This is an optimization exercise on Yosys and OpenROAD, whose aim is small area, a short achievable clock period and few clock cycles per item, not a production implementation. At most, simulation tests tie the RTL to the original design; equivalence was not proved.

==> flow/design.v (excerpt) <==
module boron_enc (
    input  clk, rst, start, input [63:0] plain_text, input [79:0] master_key,
    output reg done, output [63:0] cipher_text
);
Size: about 880 cells after synthesis, about 150 flip-flops, ~210 I/O pins, about 0.0084 sq mm of cells after synthesis.
==> module boron_enc, before the edit <==
module boron_enc (
    input  clk, rst, start, input [63:0] plain_text, input [79:0] master_key,
    output reg done, output [63:0] cipher_text
);
    reg        busy;
    reg [4:0]  rc;           
    reg [63:0] x;
    reg [79:0] k;
    wire [63:0] sp;
    wire [79:0] k_upd;
    add_round_key ark(.i_ark_msg(x), .i_ark_key(64'd0), .o_ark_cipher(sp));
    key_scheduler ks(.clk(clk), .rst(rst), .round_counter(rc + 5'd1), .i_ks_oldkey(k), .o_ks_newkey(k_upd));
    wire [79:0] k_next = busy ? k_upd : master_key;
    wire [63:0] x_next = (busy ? sp : plain_text) ^ k_next[63:0];
    always @(posedge clk) begin
        x <= x_next;
        k <= k_next;
        rc <= busy ? rc + 5'd1 : 5'd0;
    end
    always @(posedge clk) begin
        if (!rst) begin
            busy <= 1'b0;
            done <= 1'b0;
        end else begin
            done <= busy && rc == 5'd24;
            if (!busy)
                busy <= start;
            else if (rc == 5'd24)
                busy <= 1'b0;
        end
    end
    assign cipher_text = x;
endmodule
clock: 5.0 ns
lec_check: 0
cap_margin: 20
core_margin: 2
core_utilization: 40
slew_margin: 20
run.sh (not shown) runs the stock make flow with config.mk's settings and CLKGATE_MAP_FILE= SYNTH_SCRIPT=/design/flow/synth_recipe.tcl, a recipe that flattens the netlist after the stock synthesis.
Testbench counts at the start, summed over its fixed seeds: cycles 9,992, items 384.
==> next run, changes <==
--- a/flow/design.v
+++ b/flow/design.v
@@ -75,34 +75,55 @@
 endmodule
 module boron_enc (
     input  clk, rst, start, input [63:0] plain_text, input [79:0] master_key,
     output reg done, output [63:0] cipher_text
 );
+    localparam R = 3;
+    localparam [4:0] LAST = 25 - R;      
     reg        busy;
-    reg [4:0]  rc;           
+    reg [4:0]  c;            
     reg [63:0] x;
     reg [79:0] k;
-    wire [63:0] sp;
-    wire [79:0] k_upd;
-    add_round_key ark(.i_ark_msg(x), .i_ark_key(64'd0), .o_ark_cipher(sp));
-    key_scheduler ks(.clk(clk), .rst(rst), .round_counter(rc + 5'd1), .i_ks_oldkey(k), .o_ks_newkey(k_upd));
-    wire [79:0] k_next = busy ? k_upd : master_key;
-    wire [63:0] x_next = (busy ? sp : plain_text) ^ k_next[63:0];
+    wire [63:0] y  [0:R];
+    wire [79:0] kk [0:R];
+    wire [63:0] sp [0:R-1];
+    assign y[0]  = x;
+    assign kk[0] = k;
+    genvar t;
+    generate
+        for (t = 0; t < R; t = t + 1) begin : rnd
+            wire [63:0] s_in;
+            wire [79:0] k_in;
+            wire [4:0]  rc;
+            if (t == R - 1) begin : entry
+                assign k_in = busy ? kk[t] : master_key;
+                assign s_in = t == 0 ? (busy ? x : plain_text ^ master_key[63:0])
+                                     : ((busy ? sp[t-1] : plain_text) ^ k_in[63:0]);
+                assign rc   = busy ? c + t : 5'd0;
+            end else begin : mid
+                assign k_in = kk[t];
+                assign s_in = t == 0 ? x : (sp[t-1] ^ k_in[63:0]);
+                assign rc   = c + t;
+            end
+            add_round_key ark(.i_ark_msg(s_in), .i_ark_key(64'd0), .o_ark_cipher(sp[t]));
+            key_scheduler ks(.clk(clk), .rst(rst), .round_counter(rc + 5'd1), .i_ks_oldkey(k_in), .o_ks_newkey(kk[t+1]));
+        end
+    endgenerate
     always @(posedge clk) begin
-        x <= x_next;
-        k <= k_next;
-        rc <= busy ? rc + 5'd1 : 5'd0;
+        x <= sp[R-1] ^ kk[R][63:0];
+        k <= kk[R];
+        c <= busy ? c + R : 5'd1;
     end
     always @(posedge clk) begin
         if (!rst) begin
             busy <= 1'b0;
             done <= 1'b0;
         end else begin
-            done <= busy && rc == 5'd24;
+            done <= busy && c == LAST;
             if (!busy)
                 busy <= start;
-            else if (rc == 5'd24)
+            else if (c == LAST)
                 busy <= 1'b0;
         end
     end
     assign cipher_text = x;
 endmodule
What happened: Wire length is higher to 2.8 times its value; setup slack is worse by 2.2 ns; register-to-register slack loses 2.5 ns; via count grows by 140%; worst hold slack improves by 0.060 ns; global-route usage went up by 7.9 points; synthesized cell count rises by 120%; non-clock buffer count is higher by 81; cell count increases by 110%.
For the second run of this note, only the layout was checked, not whether the RTL still works.

[separate check: timing with driven ports]
The flow's constraints put no driver on any port. The routed layouts listed below were extracted and timed again, unchanged, in two steps. Step 1, drivers: a clkbuf_16 drives clk and a buf_2 each remaining input, both assumed. Step 2 adds t to the input delays and takes it off the output delays; t is the mean of the earliest and latest rising clock arrival at the registers after step 1. Input paths then give back, and output paths get back, about the clock's delay inside the block. a / b / c = no drivers / after step 1 / after step 2; a / b = the first two.
| run | t, ns | setup slack, ns | worst setup path at the end | clock arrival spread, ns |
|---|---|---|---|---|
| the first run | 0.461 | 2.360 / 2.316 / 2.615 | register to register | 0.010 / 0.010 |
| the second run | 0.507 | 0.127 / 0.127 / 0.127 | register to register | 0.010 / 0.010 |
After both steps every run listed still meets setup and hold.
